Context: an optimization exercise on an open-source flow, tuned for small area, a short achievable clock period and few clock cycles per item. The choices shown serve that exercise and are no tape-out recipe.
Function was not checked in any run shown here: the RTL went through the layout flow alone.

## flow/design.v (module list and top-level ports; edited modules follow where they fit)
// module aes_sbox_n: 161 lines
// module subbytes: 18 lines
// module shiftrows_addkey: 134 lines
// module mixcolumns_addkey: 593 lines
// module g_xor2: 1 lines
// module g_xnor2: 1 lines
// module g_nand2: 1 lines
// module g_nor2: 1 lines
// module g_nand2b: 1 lines
// module g_mux2i: 1 lines
// module g_inv: 1 lines
// module g_nand3: 1 lines
// module g_nand4: 1 lines
// module mux128_n: 135 lines
// module aes_inmux: 272 lines
// module aes_datapath: 12 lines
// module key_expansion: 246 lines
// module key_sbox: 6 lines
// module aes_controller: 19 lines
// module aes_top: 46 lines
module aes_top (
    input          clk,
    input          rst_n,
    input          start,
    input  [127:0] plaintext,
    input  [127:0] cipher_key,
    output [127:0] ciphertext,
    output         done
);
  // ...
==> flow/flow/run.sh <==
#!/bin/bash
# The standard layout (standard.sh) with two changes:
#  - every input and output port gets a buf_1 as its port buffer instead of
#    the default clkdlybuf4s50_1;
#  - no timing repair at floorplan (REMOVE_ABC_BUFFERS=1): its wire-load
#    estimates are pessimistic; timing is repaired after placement instead.
set -euo pipefail
bash standard.sh "BUFFER_PORTS_ARGS=-buffer_cell sky130_fd_sc_hd__buf_1" \
  REMOVE_ABC_BUFFERS=1 finish > layout.log 2>&1
==> flow/standard.sh <==
#!/bin/bash
# synth_recipe.tcl (not shown) runs the flow's synth.tcl, then flattens the netlist and writes it again
# the make line also repeats each setting of config.mk as NAME=value (left out here)
make -C /OpenROAD-flow-scripts/flow DESIGN_CONFIG=/design/flow/config.mk WORK_HOME=/design/flow/orfs CLKGATE_MAP_FILE= SYNTH_SCRIPT=/design/flow/synth_recipe.tcl "${@:-finish}"
==> flow/config.mk <==
export PLATFORM = sky130hd
export DESIGN_NAME = aes_top
export DESIGN_NICKNAME = aes_top
export VERILOG_FILES = /design/flow/design.v
export SDC_FILE = /design/flow/constraint.sdc
export NUM_CORES = 8
export LEC_CHECK = 0
export ABC_AREA = 0
export CAP_MARGIN = 20
export CORE_MARGIN = 2
export CORE_UTILIZATION = 40
export PLACE_DENSITY = 0.8
export SETUP_SLACK_MARGIN = 1.25
export SLEW_MARGIN = 20
export SYNTH_HIERARCHICAL = 1
export SYNTH_MINIMUM_KEEP_SIZE = 0
==> flow/constraint.sdc <==
create_clock -name core_clock -period 7.0 [get_ports {clk}]
set_input_delay 1.4000 -clock core_clock [delete_from_list [all_inputs] [get_ports {clk}]]
set_output_delay 1.4000 -clock core_clock [all_outputs]
set_load 0.01 [all_outputs]
==> flow_summary.ini, run 1 <==
[yosys]
synth-seq-cells = 281
synth_top_family_by_area = XOR/XNOR gates
syn_area_mm2 = 0.0380
postSynthCellCount = 4561
synth-xor-area-share_pct = 62.5
ys_types = 19

[timing]
finalMaxSlewViolations = 0
max_slew_margin_pct = 30.9
setup_ws_ps = 1380
rsz0062_at_grt = true

[critical_path]
cp.arrival_ps = 6020
critPathLaunch = r_q[95]$_DFF_P_
worst_ep_required_time_ps = 7400

[status]
outcome = timing/DRC/antenna clean

[die]
initial_core_util_pct = 40.2
taps = 1265

[placed_design]
portBuffers = 387
gp_congestion = 1.04
dpl.cell_count = 6307

[job]
maxCapViolCount = 0

[finish]
multi_input_cells = 4275
final-clk-cell-share_pct = 2.55
nNonClkInverters = 1
final_cell_mix = xor2_1 (1963), xnor2_1 (578), nor2_1 (520)
seq_cells = 281
multi_input_area_mm2 = 0.0338
layout_commonest_cell = xor2_1

[global_route]
grt.overflow.total = 0
antenna_found_initial = 15

[clock_tree]
tritoncts = done

[drt]
drcViolationCount = 0
routed_wirelength_um = 153000
via_per_inst = 5.49
dr.pass1.iters = 6
==> module aes_sbox_n, before the edit <==
module aes_sbox_n(
    input [7:0] a,
    output [7:0] y
);
  wire n1, n2, n3, n4, n5, n6, n7, n8, n9, n10, n11, n12, n13, n14, n15, n16;
  wire n17, n18, n19, n20, n21, n22, n23, n24, n25, n26, n27, n28, n29, n30, n31, n32;
  wire n33, n34, n35, n36, n37, n38, n39, n40, n41, n42, n43, n44, n45, n46, n47, n48;
  wire n49, n50, n51, n52, n53, n54, n55, n56, n57, n58, n59, n60, n61, n62, n63, n64;
  wire n65, n66, n67, n68, n69, n70, n71, n72, n73, n74, n75, n76, n77, n78, n79, n80;
  wire n81, n82, n83, n84, n85, n86, n87, n88, n89, n90, n91, n92, n93, n94, n95, n96;
  wire n97, n98, n99, n100, n101, n102, n103, n104, n105, n106, n107, n108, n109, n110, n111, n112;
  wire n113, n114, n115, n116, n117, n118, n119, n120, n121, n122, n123, n124, n125, n126, n127, n128;
  wire n129, n130, n131, n132, n133, n134, n135, n136, n137, n138, n139;
  g_xnor2 un1 (.a(a[7]), .b(a[4]), .y(n1));
  g_xnor2 un2 (.a(a[7]), .b(a[2]), .y(n2));
  g_xnor2 un3 (.a(a[7]), .b(a[1]), .y(n3));
  g_xor2 un4 (.a(a[4]), .b(a[2]), .y(n4));
  g_xor2 un5 (.a(a[3]), .b(a[1]), .y(n5));
  g_xor2 un6 (.a(n1), .b(n5), .y(n6));
  g_xor2 un7 (.a(a[6]), .b(a[5]), .y(n7));
  g_xnor2 un8 (.a(a[0]), .b(n6), .y(n8));
  g_xor2 un9 (.a(a[0]), .b(n7), .y(n9));
  g_xor2 un10 (.a(n6), .b(n7), .y(n10));
  g_xor2 un11 (.a(a[6]), .b(a[2]), .y(n11));
  g_xor2 un12 (.a(a[5]), .b(a[2]), .y(n12));
  g_xor2 un13 (.a(n3), .b(n4), .y(n13));
  g_xnor2 un14 (.a(n6), .b(n11), .y(n14));
  g_xnor2 un15 (.a(n5), .b(n11), .y(n15));
  g_xnor2 un16 (.a(n5), .b(n12), .y(n16));
  g_xnor2 un17 (.a(n9), .b(n16), .y(n17));
  g_xor2 un18 (.a(a[4]), .b(a[0]), .y(n18));
  g_xnor2 un19 (.a(n7), .b(n18), .y(n19));
  g_xnor2 un20 (.a(n1), .b(n19), .y(n20));
  g_xor2 un21 (.a(a[1]), .b(a[0]), .y(n21));
  g_xnor2 un22 (.a(n7), .b(n21), .y(n22));
  g_xnor2 un23 (.a(n2), .b(n22), .y(n23));
  g_xor2 un24 (.a(n2), .b(n10), .y(n24));
  g_xor2 un25 (.a(n20), .b(n17), .y(n25));
  g_xor2 un26 (.a(n3), .b(n16), .y(n26));
  g_xnor2 un27 (.a(n1), .b(n12), .y(n27));
  g_nor2 un28 (.a(n13), .b(n6), .y(n28));
  g_nor2 un29 (.a(n23), .b(n8), .y(n29));
  g_xor2 un30 (.a(n14), .b(n28), .y(n30));
  g_nor2 un31 (.a(n19), .b(a[0]), .y(n31));
  g_xor2 un32 (.a(n31), .b(n28), .y(n32));
  g_nor2 un33 (.a(n3), .b(n16), .y(n33));
  g_nor2 un34 (.a(n22), .b(n9), .y(n34));
  g_xor2 un35 (.a(n26), .b(n33), .y(n35));
  g_nor2 un36 (.a(n20), .b(n17), .y(n36));
  g_xor2 un37 (.a(n36), .b(n33), .y(n37));
  g_nor2 un38 (.a(n1), .b(n15), .y(n38));
  g_nand2 un39 (.a(n4), .b(n27), .y(n39));
  g_xnor2 un40 (.a(n39), .b(n38), .y(n40));
  g_nor2 un41 (.a(n2), .b(n10), .y(n41));
  g_xor2 un42 (.a(n41), .b(n38), .y(n42));
  g_xor2 un43 (.a(n30), .b(n29), .y(n43));
  g_xor2 un44 (.a(n32), .b(n24), .y(n44));
  g_xor2 un45 (.a(n35), .b(n34), .y(n45));
  g_xor2 un46 (.a(n37), .b(n42), .y(n46));
  g_xor2 un47 (.a(n43), .b(n40), .y(n47));
  g_xnor2 un48 (.a(n43), .b(n40), .y(n48));
  g_xor2 un49 (.a(n44), .b(n42), .y(n49));
  g_xnor2 un50 (.a(n44), .b(n42), .y(n50));
  g_xor2 un51 (.a(n45), .b(n40), .y(n51));
  g_xnor2 un52 (.a(n45), .b(n40), .y(n52));
  g_xor2 un53 (.a(n46), .b(n25), .y(n53));
  g_xnor2 un54 (.a(n46), .b(n25), .y(n54));
  g_nand3 un55 (.a(n50), .b(n52), .c(n54), .y(n55));
  g_nand3 un56 (.a(n50), .b(n51), .c(n53), .y(n56));
  g_nand2 un57 (.a(n48), .b(n53), .y(n57));
  g_nand2 un58 (.a(n48), .b(n50), .y(n58));
  g_nand4 un59 (.a(n55), .b(n56), .c(n57), .d(n58), .y(n59));
  g_nand3 un60 (.a(n50), .b(n51), .c(n54), .y(n60));
  g_nand3 un61 (.a(n47), .b(n52), .c(n53), .y(n61));
  g_nand3 un62 (.a(n47), .b(n49), .c(n52), .y(n62));
  g_nand4 un63 (.a(n60), .b(n61), .c(n58), .d(n62), .y(n63));
  g_nand2 un64 (.a(n52), .b(n54), .y(n64));
  g_nand2 un65 (.a(n49), .b(n52), .y(n65));
  g_nand3 un66 (.a(n48), .b(n50), .c(n54), .y(n66));
  g_nand3 un67 (.a(n47), .b(n49), .c(n54), .y(n67));
  g_nand4 un68 (.a(n64), .b(n65), .c(n66), .d(n67), .y(n68));
  g_nand3 un69 (.a(n48), .b(n51), .c(n53), .y(n69));
  g_nand3 un70 (.a(n47), .b(n50), .c(n54), .y(n70));
  g_nand3 un71 (.a(n48), .b(n49), .c(n51), .y(n71));
  g_nand4 un72 (.a(n64), .b(n69), .c(n70), .d(n71), .y(n72));
  g_nand3 un73 (.a(n50), .b(n52), .c(n53), .y(n73));
  g_nand3 un74 (.a(n48), .b(n51), .c(n54), .y(n74));
  g_nand3 un75 (.a(n48), .b(n49), .c(n54), .y(n75));
  g_nand3 un76 (.a(n47), .b(n50), .c(n52), .y(n76));
  g_nand3 un77 (.a(n73), .b(n74), .c(n61), .y(n77));
  g_nand3 un78 (.a(n75), .b(n71), .c(n76), .y(n78));
  g_nor2 un79 (.a(n77), .b(n78), .y(n79));
  g_nand3 un80 (.a(n49), .b(n52), .c(n54), .y(n80));
  g_nand3 un81 (.a(n48), .b(n50), .c(n53), .y(n81));
  g_nand3 un82 (.a(n56), .b(n80), .c(n69), .y(n82));
  g_nand3 un83 (.a(n81), .b(n67), .c(n62), .y(n83));
  g_nor2 un84 (.a(n82), .b(n83), .y(n84));
  g_nand2 un85 (.a(n48), .b(n54), .y(n85));
  g_nand3 un86 (.a(n47), .b(n49), .c(n51), .y(n86));
  g_nand3 un87 (.a(n85), .b(n58), .c(n86), .y(n87));
  g_nand2 un88 (.a(n50), .b(n52), .y(n88));
  g_nand3 un89 (.a(n47), .b(n51), .c(n53), .y(n89));
  g_nand3 un90 (.a(n64), .b(n88), .c(n89), .y(n90));
  g_nand4 un91 (.a(n56), .b(n74), .c(n67), .d(n76), .y(n91));
  g_nor2 un92 (.a(n90), .b(n6), .y(n92));
  g_nor2 un93 (.a(n72), .b(n8), .y(n93));
  g_nor2 un94 (.a(n68), .b(a[0]), .y(n94));
  g_nor2 un95 (.a(n87), .b(n16), .y(n95));
  g_nor2 un96 (.a(n63), .b(n9), .y(n96));
  g_nor2 un97 (.a(n59), .b(n17), .y(n97));
  g_nor2 un98 (.a(n84), .b(n15), .y(n98));
  g_nand2 un99 (.a(n91), .b(n27), .y(n99));
  g_nor2 un100 (.a(n79), .b(n10), .y(n100));
  g_nor2 un101 (.a(n90), .b(n13), .y(n101));
  g_nor2 un102 (.a(n72), .b(n23), .y(n102));
  g_nor2 un103 (.a(n68), .b(n19), .y(n103));
  g_nor2 un104 (.a(n87), .b(n3), .y(n104));
  g_nor2 un105 (.a(n63), .b(n22), .y(n105));
  g_nor2 un106 (.a(n59), .b(n20), .y(n106));
  g_nor2 un107 (.a(n84), .b(n1), .y(n107));
  g_nand2 un108 (.a(n91), .b(n4), .y(n108));
  g_nor2 un109 (.a(n79), .b(n2), .y(n109));
  g_xnor2 un110 (.a(n107), .b(n108), .y(n110));
  g_xor2 un111 (.a(n96), .b(n102), .y(n111));
  g_xor2 un112 (.a(n92), .b(n94), .y(n112));
  g_xor2 un113 (.a(n93), .b(n101), .y(n113));
  g_xor2 un114 (.a(n100), .b(n104), .y(n114));
  g_xor2 un115 (.a(n95), .b(n107), .y(n115));
  g_xnor2 un116 (.a(n108), .b(n115), .y(n116));
  g_xor2 un117 (.a(n92), .b(n113), .y(n117));
  g_xor2 un118 (.a(n97), .b(n105), .y(n118));
  g_xnor2 un119 (.a(n98), .b(n99), .y(n119));
  g_xnor2 un120 (.a(n99), .b(n114), .y(n120));
  g_xor2 un121 (.a(n106), .b(n112), .y(n121));
  g_xor2 un122 (.a(n94), .b(n97), .y(n122));
  g_xor2 un123 (.a(n96), .b(n110), .y(n123));
  g_xor2 un124 (.a(n98), .b(n107), .y(n124));
  g_xor2 un125 (.a(n101), .b(n111), .y(n125));
  g_xor2 un126 (.a(n102), .b(n110), .y(n126));
  g_xor2 un127 (.a(n103), .b(n111), .y(n127));
  g_xor2 un128 (.a(n104), .b(n118), .y(n128));
  g_xor2 un129 (.a(n109), .b(n114), .y(n129));
  g_xor2 un130 (.a(n110), .b(n111), .y(n130));
  g_xor2 un131 (.a(n111), .b(n117), .y(n131));
  g_xor2 un132 (.a(n113), .b(n122), .y(n132));
  g_xor2 un133 (.a(n128), .b(n112), .y(n133));
  g_xor2 un134 (.a(n125), .b(n119), .y(n134));
  g_xor2 un135 (.a(n116), .b(n120), .y(n135));
  g_xor2 un136 (.a(n117), .b(n119), .y(n136));
  g_xor2 un137 (.a(n118), .b(n120), .y(n137));
  g_xor2 un138 (.a(n121), .b(n124), .y(n138));
  g_xor2 un139 (.a(n121), .b(n127), .y(n139));
  g_xor2 un140 (.a(n116), .b(n134), .y(y[7]));
  g_xnor2 un141 (.a(n126), .b(n136), .y(y[6]));
  g_xnor2 un142 (.a(n129), .b(n138), .y(y[5]));
  g_xor2 un143 (.a(n116), .b(n131), .y(y[4]));
  g_xor2 un144 (.a(n130), .b(n132), .y(y[3]));
  g_xor2 un145 (.a(n135), .b(n139), .y(y[2]));
  g_xnor2 un146 (.a(n123), .b(n137), .y(y[1]));
  g_xnor2 un147 (.a(n116), .b(n133), .y(y[0]));
endmodule
==> inputs of run 2 (changes only) <==
--- a/flow/design.v
+++ b/flow/design.v
@@ -9,155 +9,142 @@
   wire n65, n66, n67, n68, n69, n70, n71, n72, n73, n74, n75, n76, n77, n78, n79, n80;
   wire n81, n82, n83, n84, n85, n86, n87, n88, n89, n90, n91, n92, n93, n94, n95, n96;
   wire n97, n98, n99, n100, n101, n102, n103, n104, n105, n106, n107, n108, n109, n110, n111, n112;
-  wire n113, n114, n115, n116, n117, n118, n119, n120, n121, n122, n123, n124, n125, n126, n127, n128;
-  wire n129, n130, n131, n132, n133, n134, n135, n136, n137, n138, n139;
-  g_xnor2 un1 (.a(a[7]), .b(a[4]), .y(n1));
-  g_xnor2 un2 (.a(a[7]), .b(a[2]), .y(n2));
-  g_xnor2 un3 (.a(a[7]), .b(a[1]), .y(n3));
+  wire n113, n114, n115, n116, n117, n118, n119, n120, n121, n122, n123, n124, n125, n126, n127;
+  g_xor2 un1 (.a(a[7]), .b(a[4]), .y(n1));
+  g_xor2 un2 (.a(a[7]), .b(a[2]), .y(n2));
+  g_xor2 un3 (.a(a[7]), .b(a[1]), .y(n3));
   g_xor2 un4 (.a(a[4]), .b(a[2]), .y(n4));
   g_xor2 un5 (.a(a[3]), .b(a[1]), .y(n5));
   g_xor2 un6 (.a(n1), .b(n5), .y(n6));
   g_xor2 un7 (.a(a[6]), .b(a[5]), .y(n7));
-  g_xnor2 un8 (.a(a[0]), .b(n6), .y(n8));
+  g_xor2 un8 (.a(a[0]), .b(n6), .y(n8));
   g_xor2 un9 (.a(a[0]), .b(n7), .y(n9));
   g_xor2 un10 (.a(n6), .b(n7), .y(n10));
   g_xor2 un11 (.a(a[6]), .b(a[2]), .y(n11));
   g_xor2 un12 (.a(a[5]), .b(a[2]), .y(n12));
   g_xor2 un13 (.a(n3), .b(n4), .y(n13));
-  g_xnor2 un14 (.a(n6), .b(n11), .y(n14));
-  g_xnor2 un15 (.a(n5), .b(n11), .y(n15));
-  g_xnor2 un16 (.a(n5), .b(n12), .y(n16));
-  g_xnor2 un17 (.a(n9), .b(n16), .y(n17));
+  g_xor2 un14 (.a(n6), .b(n11), .y(n14));
+  g_xor2 un15 (.a(n5), .b(n11), .y(n15));
+  g_xor2 un16 (.a(n5), .b(n12), .y(n16));
+  g_xor2 un17 (.a(n9), .b(n16), .y(n17));
   g_xor2 un18 (.a(a[4]), .b(a[0]), .y(n18));
   g_xnor2 un19 (.a(n7), .b(n18), .y(n19));
-  g_xnor2 un20 (.a(n1), .b(n19), .y(n20));
+  g_xor2 un20 (.a(n1), .b(n19), .y(n20));
   g_xor2 un21 (.a(a[1]), .b(a[0]), .y(n21));
   g_xnor2 un22 (.a(n7), .b(n21), .y(n22));
-  g_xnor2 un23 (.a(n2), .b(n22), .y(n23));
+  g_xor2 un23 (.a(n2), .b(n22), .y(n23));
   g_xor2 un24 (.a(n2), .b(n10), .y(n24));
   g_xor2 un25 (.a(n20), .b(n17), .y(n25));
   g_xor2 un26 (.a(n3), .b(n16), .y(n26));
-  g_xnor2 un27 (.a(n1), .b(n12), .y(n27));
-  g_nor2 un28 (.a(n13), .b(n6), .y(n28));
+  g_xor2 un27 (.a(n1), .b(n12), .y(n27));
+  g_nand2 un28 (.a(n13), .b(n6), .y(n28));
   g_nor2 un29 (.a(n23), .b(n8), .y(n29));
-  g_xor2 un30 (.a(n14), .b(n28), .y(n30));
+  g_xnor2 un30 (.a(n14), .b(n28), .y(n30));
   g_nor2 un31 (.a(n19), .b(a[0]), .y(n31));
-  g_xor2 un32 (.a(n31), .b(n28), .y(n32));
-  g_nor2 un33 (.a(n3), .b(n16), .y(n33));
+  g_xnor2 un32 (.a(n31), .b(n28), .y(n32));
+  g_nand2 un33 (.a(n3), .b(n16), .y(n33));
   g_nor2 un34 (.a(n22), .b(n9), .y(n34));
-  g_xor2 un35 (.a(n26), .b(n33), .y(n35));
+  g_xnor2 un35 (.a(n26), .b(n33), .y(n35));
   g_nor2 un36 (.a(n20), .b(n17), .y(n36));
-  g_xor2 un37 (.a(n36), .b(n33), .y(n37));
-  g_nor2 un38 (.a(n1), .b(n15), .y(n38));
+  g_xnor2 un37 (.a(n36), .b(n33), .y(n37));
+  g_nand2 un38 (.a(n1), .b(n15), .y(n38));
   g_nand2 un39 (.a(n4), .b(n27), .y(n39));
-  g_xnor2 un40 (.a(n39), .b(n38), .y(n40));
-  g_nor2 un41 (.a(n2), .b(n10), .y(n41));
+  g_xor2 un40 (.a(n39), .b(n38), .y(n40));
+  g_nand2 un41 (.a(n2), .b(n10), .y(n41));
   g_xor2 un42 (.a(n41), .b(n38), .y(n42));
   g_xor2 un43 (.a(n30), .b(n29), .y(n43));
   g_xor2 un44 (.a(n32), .b(n24), .y(n44));
   g_xor2 un45 (.a(n35), .b(n34), .y(n45));
   g_xor2 un46 (.a(n37), .b(n42), .y(n46));
   g_xor2 un47 (.a(n43), .b(n40), .y(n47));
-  g_xnor2 un48 (.a(n43), .b(n40), .y(n48));
-  g_xor2 un49 (.a(n44), .b(n42), .y(n49));
-  g_xnor2 un50 (.a(n44), .b(n42), .y(n50));
-  g_xor2 un51 (.a(n45), .b(n40), .y(n51));
-  g_xnor2 un52 (.a(n45), .b(n40), .y(n52));
-  g_xor2 un53 (.a(n46), .b(n25), .y(n53));
-  g_xnor2 un54 (.a(n46), .b(n25), .y(n54));
-  g_nand3 un55 (.a(n50), .b(n52), .c(n54), .y(n55));
-  g_nand3 un56 (.a(n50), .b(n51), .c(n53), .y(n56));
-  g_nand2 un57 (.a(n48), .b(n53), .y(n57));
-  g_nand2 un58 (.a(n48), .b(n50), .y(n58));
+  g_xor2 un48 (.a(n44), .b(n42), .y(n48));
+  g_xor2 un49 (.a(n45), .b(n40), .y(n49));
+  g_xor2 un50 (.a(n46), .b(n25), .y(n50));
+  g_inv un51 (.a(n47), .y(n51));
+  g_inv un52 (.a(n48), .y(n52));
+  g_inv un53 (.a(n49), .y(n53));
+  g_inv un54 (.a(n50), .y(n54));
+  g_nand3 un55 (.a(n52), .b(n53), .c(n54), .y(n55));
+  g_nand3 un56 (.a(n52), .b(n49), .c(n50), .y(n56));
+  g_nand2 un57 (.a(n51), .b(n50), .y(n57));
+  g_nand2 un58 (.a(n51), .b(n52), .y(n58));
   g_nand4 un59 (.a(n55), .b(n56), .c(n57), .d(n58), .y(n59));
-  g_nand3 un60 (.a(n50), .b(n51), .c(n54), .y(n60));
-  g_nand3 un61 (.a(n47), .b(n52), .c(n53), .y(n61));
-  g_nand3 un62 (.a(n47), .b(n49), .c(n52), .y(n62));
+  g_nand3 un60 (.a(n52), .b(n53), .c(n50), .y(n60));
+  g_nand3 un61 (.a(n52), .b(n49), .c(n54), .y(n61));
+  g_nand3 un62 (.a(n47), .b(n48), .c(n53), .y(n62));
   g_nand4 un63 (.a(n60), .b(n61), .c(n58), .d(n62), .y(n63));
-  g_nand2 un64 (.a(n52), .b(n54), .y(n64));
-  g_nand2 un65 (.a(n49), .b(n52), .y(n65));
-  g_nand3 un66 (.a(n48), .b(n50), .c(n54), .y(n66));
-  g_nand3 un67 (.a(n47), .b(n49), .c(n54), .y(n67));
+  g_nand2 un64 (.a(n53), .b(n54), .y(n64));
+  g_nand2 un65 (.a(n48), .b(n53), .y(n65));
+  g_nand3 un66 (.a(n51), .b(n52), .c(n54), .y(n66));
+  g_nand3 un67 (.a(n47), .b(n48), .c(n54), .y(n67));
   g_nand4 un68 (.a(n64), .b(n65), .c(n66), .d(n67), .y(n68));
-  g_nand3 un69 (.a(n48), .b(n51), .c(n53), .y(n69));
-  g_nand3 un70 (.a(n47), .b(n50), .c(n54), .y(n70));
-  g_nand3 un71 (.a(n48), .b(n49), .c(n51), .y(n71));
+  g_nand3 un69 (.a(n51), .b(n49), .c(n50), .y(n69));
+  g_nand3 un70 (.a(n47), .b(n52), .c(n54), .y(n70));
+  g_nand3 un71 (.a(n51), .b(n48), .c(n49), .y(n71));
   g_nand4 un72 (.a(n64), .b(n69), .c(n70), .d(n71), .y(n72));
-  g_nand3 un73 (.a(n50), .b(n52), .c(n53), .y(n73));
-  g_nand3 un74 (.a(n48), .b(n51), .c(n54), .y(n74));
-  g_nand3 un75 (.a(n48), .b(n49), .c(n54), .y(n75));
-  g_nand3 un76 (.a(n47), .b(n50), .c(n52), .y(n76));
-  g_nand3 un77 (.a(n73), .b(n74), .c(n61), .y(n77));
-  g_nand3 un78 (.a(n75), .b(n71), .c(n76), .y(n78));
-  g_nor2 un79 (.a(n77), .b(n78), .y(n79));
-  g_nand3 un80 (.a(n49), .b(n52), .c(n54), .y(n80));
-  g_nand3 un81 (.a(n48), .b(n50), .c(n53), .y(n81));
-  g_nand3 un82 (.a(n56), .b(n80), .c(n69), .y(n82));
-  g_nand3 un83 (.a(n81), .b(n67), .c(n62), .y(n83));
-  g_nor2 un84 (.a(n82), .b(n83), .y(n84));
-  g_nand2 un85 (.a(n48), .b(n54), .y(n85));
-  g_nand3 un86 (.a(n47), .b(n49), .c(n51), .y(n86));
-  g_nand3 un87 (.a(n85), .b(n58), .c(n86), .y(n87));
-  g_nand2 un88 (.a(n50), .b(n52), .y(n88));
-  g_nand3 un89 (.a(n47), .b(n51), .c(n53), .y(n89));
-  g_nand3 un90 (.a(n64), .b(n88), .c(n89), .y(n90));
-  g_nand4 un91 (.a(n56), .b(n74), .c(n67), .d(n76), .y(n91));
-  g_nor2 un92 (.a(n90), .b(n6), .y(n92));
-  g_nor2 un93 (.a(n72), .b(n8), .y(n93));
-  g_nor2 un94 (.a(n68), .b(a[0]), .y(n94));
-  g_nor2 un95 (.a(n87), .b(n16), .y(n95));
-  g_nor2 un96 (.a(n63), .b(n9), .y(n96));
-  g_nor2 un97 (.a(n59), .b(n17), .y(n97));
-  g_nor2 un98 (.a(n84), .b(n15), .y(n98));
-  g_nand2 un99 (.a(n91), .b(n27), .y(n99));
-  g_nor2 un100 (.a(n79), .b(n10), .y(n100));
-  g_nor2 un101 (.a(n90), .b(n13), .y(n101));
-  g_nor2 un102 (.a(n72), .b(n23), .y(n102));
-  g_nor2 un103 (.a(n68), .b(n19), .y(n103));
-  g_nor2 un104 (.a(n87), .b(n3), .y(n104));
-  g_nor2 un105 (.a(n63), .b(n22), .y(n105));
-  g_nor2 un106 (.a(n59), .b(n20), .y(n106));
-  g_nor2 un107 (.a(n84), .b(n1), .y(n107));
-  g_nand2 un108 (.a(n91), .b(n4), .y(n108));
-  g_nor2 un109 (.a(n79), .b(n2), .y(n109));
-  g_xnor2 un110 (.a(n107), .b(n108), .y(n110));
-  g_xor2 un111 (.a(n96), .b(n102), .y(n111));
-  g_xor2 un112 (.a(n92), .b(n94), .y(n112));
-  g_xor2 un113 (.a(n93), .b(n101), .y(n113));
-  g_xor2 un114 (.a(n100), .b(n104), .y(n114));
-  g_xor2 un115 (.a(n95), .b(n107), .y(n115));
-  g_xnor2 un116 (.a(n108), .b(n115), .y(n116));
-  g_xor2 un117 (.a(n92), .b(n113), .y(n117));
-  g_xor2 un118 (.a(n97), .b(n105), .y(n118));
-  g_xnor2 un119 (.a(n98), .b(n99), .y(n119));
-  g_xnor2 un120 (.a(n99), .b(n114), .y(n120));
-  g_xor2 un121 (.a(n106), .b(n112), .y(n121));
-  g_xor2 un122 (.a(n94), .b(n97), .y(n122));
-  g_xor2 un123 (.a(n96), .b(n110), .y(n123));
-  g_xor2 un124 (.a(n98), .b(n107), .y(n124));
-  g_xor2 un125 (.a(n101), .b(n111), .y(n125));
-  g_xor2 un126 (.a(n102), .b(n110), .y(n126));
-  g_xor2 un127 (.a(n103), .b(n111), .y(n127));
-  g_xor2 un128 (.a(n104), .b(n118), .y(n128));
-  g_xor2 un129 (.a(n109), .b(n114), .y(n129));
-  g_xor2 un130 (.a(n110), .b(n111), .y(n130));
-  g_xor2 un131 (.a(n111), .b(n117), .y(n131));
-  g_xor2 un132 (.a(n113), .b(n122), .y(n132));
-  g_xor2 un133 (.a(n128), .b(n112), .y(n133));
-  g_xor2 un134 (.a(n125), .b(n119), .y(n134));
-  g_xor2 un135 (.a(n116), .b(n120), .y(n135));
-  g_xor2 un136 (.a(n117), .b(n119), .y(n136));
-  g_xor2 un137 (.a(n118), .b(n120), .y(n137));
-  g_xor2 un138 (.a(n121), .b(n124), .y(n138));
-  g_xor2 un139 (.a(n121), .b(n127), .y(n139));
-  g_xor2 un140 (.a(n116), .b(n134), .y(y[7]));
-  g_xnor2 un141 (.a(n126), .b(n136), .y(y[6]));
-  g_xnor2 un142 (.a(n129), .b(n138), .y(y[5]));
-  g_xor2 un143 (.a(n116), .b(n131), .y(y[4]));
-  g_xor2 un144 (.a(n130), .b(n132), .y(y[3]));
-  g_xor2 un145 (.a(n135), .b(n139), .y(y[2]));
-  g_xnor2 un146 (.a(n123), .b(n137), .y(y[1]));
-  g_xnor2 un147 (.a(n116), .b(n133), .y(y[0]));
+  g_nand3 un73 (.a(n51), .b(n49), .c(n54), .y(n73));
+  g_nand3 un74 (.a(n47), .b(n52), .c(n53), .y(n74));
+  g_nand4 un75 (.a(n56), .b(n73), .c(n67), .d(n74), .y(n75));
+  g_xor2 un76 (.a(n63), .b(n72), .y(n76));
+  g_xor2 un77 (.a(n59), .b(n68), .y(n77));
+  g_xor2 un78 (.a(n59), .b(n63), .y(n78));
+  g_xor2 un79 (.a(n68), .b(n72), .y(n79));
+  g_nand2 un80 (.a(n79), .b(n6), .y(n80));
+  g_nor2 un81 (.a(n72), .b(n8), .y(n81));
+  g_nor2 un82 (.a(n68), .b(a[0]), .y(n82));
+  g_nand2 un83 (.a(n78), .b(n16), .y(n83));
+  g_nor2 un84 (.a(n63), .b(n9), .y(n84));
+  g_nor2 un85 (.a(n59), .b(n17), .y(n85));
+  g_nand2 un86 (.a(n77), .b(n15), .y(n86));
+  g_nand2 un87 (.a(n75), .b(n27), .y(n87));
+  g_nand2 un88 (.a(n76), .b(n10), .y(n88));
+  g_nand2 un89 (.a(n79), .b(n13), .y(n89));
+  g_nor2 un90 (.a(n72), .b(n23), .y(n90));
+  g_nor2 un91 (.a(n68), .b(n19), .y(n91));
+  g_nand2 un92 (.a(n78), .b(n3), .y(n92));
+  g_nor2 un93 (.a(n63), .b(n22), .y(n93));
+  g_nor2 un94 (.a(n59), .b(n20), .y(n94));
+  g_nand2 un95 (.a(n77), .b(n1), .y(n95));
+  g_nand2 un96 (.a(n75), .b(n4), .y(n96));
+  g_nand2 un97 (.a(n76), .b(n2), .y(n97));
+  g_xor2 un98 (.a(n95), .b(n96), .y(n98));
+  g_xor2 un99 (.a(n84), .b(n90), .y(n99));
+  g_xnor2 un100 (.a(n80), .b(n82), .y(n100));
+  g_xnor2 un101 (.a(n81), .b(n89), .y(n101));
+  g_xor2 un102 (.a(n88), .b(n92), .y(n102));
+  g_xor2 un103 (.a(n83), .b(n95), .y(n103));
+  g_xnor2 un104 (.a(n96), .b(n103), .y(n104));
+  g_xnor2 un105 (.a(n80), .b(n101), .y(n105));
+  g_xor2 un106 (.a(n85), .b(n93), .y(n106));
+  g_xor2 un107 (.a(n86), .b(n87), .y(n107));
+  g_xnor2 un108 (.a(n87), .b(n102), .y(n108));
+  g_xor2 un109 (.a(n94), .b(n100), .y(n109));
+  g_xor2 un110 (.a(n82), .b(n85), .y(n110));
+  g_xor2 un111 (.a(n84), .b(n98), .y(n111));
+  g_xor2 un112 (.a(n86), .b(n95), .y(n112));
+  g_xnor2 un113 (.a(n89), .b(n99), .y(n113));
+  g_xor2 un114 (.a(n90), .b(n98), .y(n114));
+  g_xor2 un115 (.a(n91), .b(n99), .y(n115));
+  g_xnor2 un116 (.a(n92), .b(n106), .y(n116));
+  g_xnor2 un117 (.a(n97), .b(n102), .y(n117));
+  g_xor2 un118 (.a(n98), .b(n99), .y(n118));
+  g_xor2 un119 (.a(n99), .b(n105), .y(n119));
+  g_xor2 un120 (.a(n101), .b(n110), .y(n120));
+  g_xor2 un121 (.a(n116), .b(n100), .y(n121));
+  g_xor2 un122 (.a(n113), .b(n107), .y(n122));
+  g_xor2 un123 (.a(n104), .b(n108), .y(n123));
+  g_xor2 un124 (.a(n105), .b(n107), .y(n124));
+  g_xor2 un125 (.a(n106), .b(n108), .y(n125));
+  g_xor2 un126 (.a(n109), .b(n112), .y(n126));
+  g_xor2 un127 (.a(n109), .b(n115), .y(n127));
+  g_xor2 un128 (.a(n104), .b(n122), .y(y[7]));
+  g_xnor2 un129 (.a(n114), .b(n124), .y(y[6]));
+  g_xnor2 un130 (.a(n117), .b(n126), .y(y[5]));
+  g_xor2 un131 (.a(n104), .b(n119), .y(y[4]));
+  g_xor2 un132 (.a(n118), .b(n120), .y(y[3]));
+  g_xor2 un133 (.a(n123), .b(n127), .y(y[2]));
+  g_xnor2 un134 (.a(n111), .b(n125), .y(y[1]));
+  g_xnor2 un135 (.a(n104), .b(n121), .y(y[0]));
 endmodule
 module subbytes(input [127:0] x_n, output [127:0] y);
   aes_sbox_n s0 (.a(x_n[127:120]), .y(y[127:120]));
==> run 2 against run 1 <==
Net effect: first-iteration DRC count down 9.3%; die area decreased by 3.1%; clock-buffer cell count grew 7; synthesized cell count decreased by 5.3%; largest cell class unchanged.
==> flow_summary.ini, run 2 <==
[status]
outcome = timing/DRC/antenna clean

[critical_path]
cpMostUsedCell = xor2_1
cp_top_family = XOR/XNOR gates
cpPeakStageDelay_ps = 320
cp-start-kind = input port
crit_fanout = 7
worst_ep_required_time_ps = 7470
worstSetupPathType = in -> reg
slowest_stage = xor2_2
critPathLaunch = cipher_key[17]
worstSetupEndpointType = flop
cp_cell_sequence = buf_1 -> xor2_1 -> mux2i_2 -> xor2_2 -> xor2_1 -> buf_4 -> xor2_1 -> nand2_1 -> xor2_2 -> xor2_1 -> xor2_2 -> inv_1 -> nand3_1 -> nand4_1 -> xor2_1 -> nand2_1 -> xor2_1 -> xnor2_1 -> xor2_1 -> xnor2_2
cp.buffers_inverters = 3
timing.rr.start = r_q[23]$_DFF_P_
cp.arrival_ps = 6110

[timing]
fmax_mhz = 177
skew_ps = 44.8
hold_viol = 0
setup_ws_ps = 1360
min_period_over_period_pct = 80.6
period_needed_ps = 5640
rsz0062_at_grt = true
finalSetupViolCount = 0
tns_ps = 0
finalMaxSlewViolations = 0
max_slew_margin_pct = 30.1
worst_slew_pin_slew_ps = 1050

[yosys]
yosys.cell_count.top_type = xor2_1
synth_top_area_share_pct = 53.4
synthTopCellsByCount = xor2_1 (2244), xnor2_1 (467), nand2_1 (380), mux2i_1 (271), dfxtp_1 (256)
synth_ff_type = dfxtp_1
synthArstFlopShare_pct = 8.90
ys_seq_area_share_pct = 15.7
yosysTopAreaCell = xor2_1
synth-seq-cells = 281
ys_types = 19
synth_area_leaders = xor2_1 (53%), dfxtp_1 (14%), xnor2_1 (11%)
syn_area_mm2 = 0.0368
synth_edf_count = 0
syn_area_per_cell_um2 = 8.52
yosys_warnings = 7
postSynthCellCount = 4321

[drt]
routed_wirelength_um = 147000
ant_nets = 0
drt_iter0_drc = 4087
drcViolationCount = 0
via_per_inst = 5.37
dr.pass1.iters = 6
dr_total_vias = 32700
wl_per_cell_um = 24.0

[clock_tree]
numClockSinks = 281
clkLatencyLatePin_ps = 590
cts-root-buf = clkbuf_16
htreeDepth = 2
tritoncts = done
cts_buffer_depth = 3
cts.clk_slew.worst_paths_ps = 60
numCtsBuffers = 34
holdBufCountCts = 0

[die]
initial_core_util_pct = 40.3
io_pins = 388
die_h_um = 307
core_area_mm2 = 0.0914
die_w_um = 307
die_area_mm2 = 0.0944
rows = 111

[global_route]
grt_pass1_wl_um = 203000
grt_pass1_vias = 31100
grt_max_degree = 26
grt.overflow.total = 0
antenna_found_initial = 9
grt_usage_pct = 29.0

[placed_design]
portBuffers = 387
gp_congestion = 1.06
dp_slack_ps = 143
hpwl_um = 122000
dpl.cell_count = 5976

[finish]
instances_no_fill = 6098
largestRegisters = k_q (128), r_q (128), idle (16)
final_cell_mix = xor2_1 (2019), xnor2_1 (422), nand2_1 (380)
fillers = 8350
layout_commonest_cell = xor2_1
nets = 5142
area_growth_pct = 22.9
drive_gt1_share_pct = 13.1

[min_path]
min_from = rc[1]$_DFF_PN0_
hp-class = reg -> reg

[job]
maxCapViolCount = 0
==> run 2: cell types whose count changed after synthesis, sizes merged <==
cell | previous run | this run
inv | 1 | 81
nand2 | 180 | 380
nand3 | 480 | 240
nor2 | 520 | 240
xnor2 | 627 | 467
xor2 | 2084 | 2244
==> run 2: cell type report <==
type / instances / area [um2] / area share, %
antenna: 4 / 10.0 / 0.0221
clock buffer: 51 / 1050 / 2.32
clock inverter: 10 / 110 / 0.244
inverter: 81 / 304 / 0.672
multi-input combinational: 3955 / 33800 / 74.8
sequential: 281 / 5860 / 13.0
tap: 1186 / 1480 / 3.28
timing repair buffer: 530 / 2560 / 5.67
==> run 2: per-layer routing <==
metal	global-route usage [%]	wire length [um]
met5	0	40
met1	38.8	59200
met2	45.8	65300
met3	6.52	16500
met4	9.65	5620
==> run 2: per-module statistics from Yosys (local to each module, per instance), excerpt <==
module / flops+latches / cells inside / cell area, um2 / times used
g_nand4: 0 / 1 / 6.26 / 100
g_nand3: 0 / 1 / 5.00 / 240
g_xnor2: 0 / 1 / 8.76 / 464
g_nand2: 0 / 1 / 3.75 / 380
g_nor2: 0 / 1 / 3.75 / 240
aes_top: 281 / 281 / 5770 / 1
g_inv: 0 / 1 / 3.75 / 80
g_xor2: 0 / 1 / 8.76 / 2244
==> run 2: cells by family after synthesis <==
logic type             synth area share, %
AND/OR/NAND/NOR                       11.5
AO/OA/AOI/OAI                       0.0204
XOR/XNOR                              64.5
flip-flops                            15.7
buffers and inverters                0.881
multiplexers                          7.37
==> run 2: path summary, 6_finish.rpt <==
path | end | slack, ps | cells past startpoint
max in group asynchronous | rc[5]$_DFF_PN0_ | 5410 | 1
worst max register to register | r_q[37]$_DFF_P_ | 1380 | 19
min in group asynchronous | rc[2]$_DFF_PN0_ | 970 | 1
worst min register to register | rc[2]$_DFF_PN0_ | 580 | 1
worst min-delay path | rc[2]$_DFF_PN0_ | 580 | 1
worst max-delay path | r_q[17]$_DFF_P_ | 1360 | 20
==> run 2: per-stage QoR <==
step,util [%],hold WS [ps],cell area (um2)
floorplan,-,546,36800
global placement,44.2,557,40400
detailed placement,44.2,567,40400
CTS,46.2,578,42200
global route,49.5,595,45200
finish,49.5,577,45200
==> run 2: what timing repair did <==
item / in CTS / in global routing
endpoints found under the setup margin: 149 / 254
setup buffers: 3 / 54
gates resized for setup: 104 / 406
pin swaps: 3 / 56

-- re-timing with driven ports --
No port has a modelled driver above. Below, the same layouts with a new extraction and two added sets of constraints.
Step 1 sets driving cells, clkbuf_16 on the clock port and buf_2 on the other inputs (assumed; they add their load-dependent delay and slew).
Step 2 moves the port delays by t, midway between the first and last clock arrival at a register: inputs arrive t later, outputs are due t later. That takes back most of the time a late clock gives input paths.
Slacks: no drivers / after step 1 / after step 2; pairs: no drivers / after step 1.
run | t (ns) | slack for setup (ns) | hold WS [ns] | slew at the worst register clock pin (ns)
run 1 | 0.619 | 1.384 / 1.384 / 0.823 | 0.572 / 0.572 / 0.572 | 0.07 / 0.07
run 2 | 0.631 | 1.355 / 1.383 / 0.759 | 0.577 / 0.577 / 0.577 | 0.07 / 0.07
After both steps every run listed still meets setup and hold. The setup slack of run 2, which loses most, moves by +0.028 ns with the drivers and by -0.596 ns with both steps.
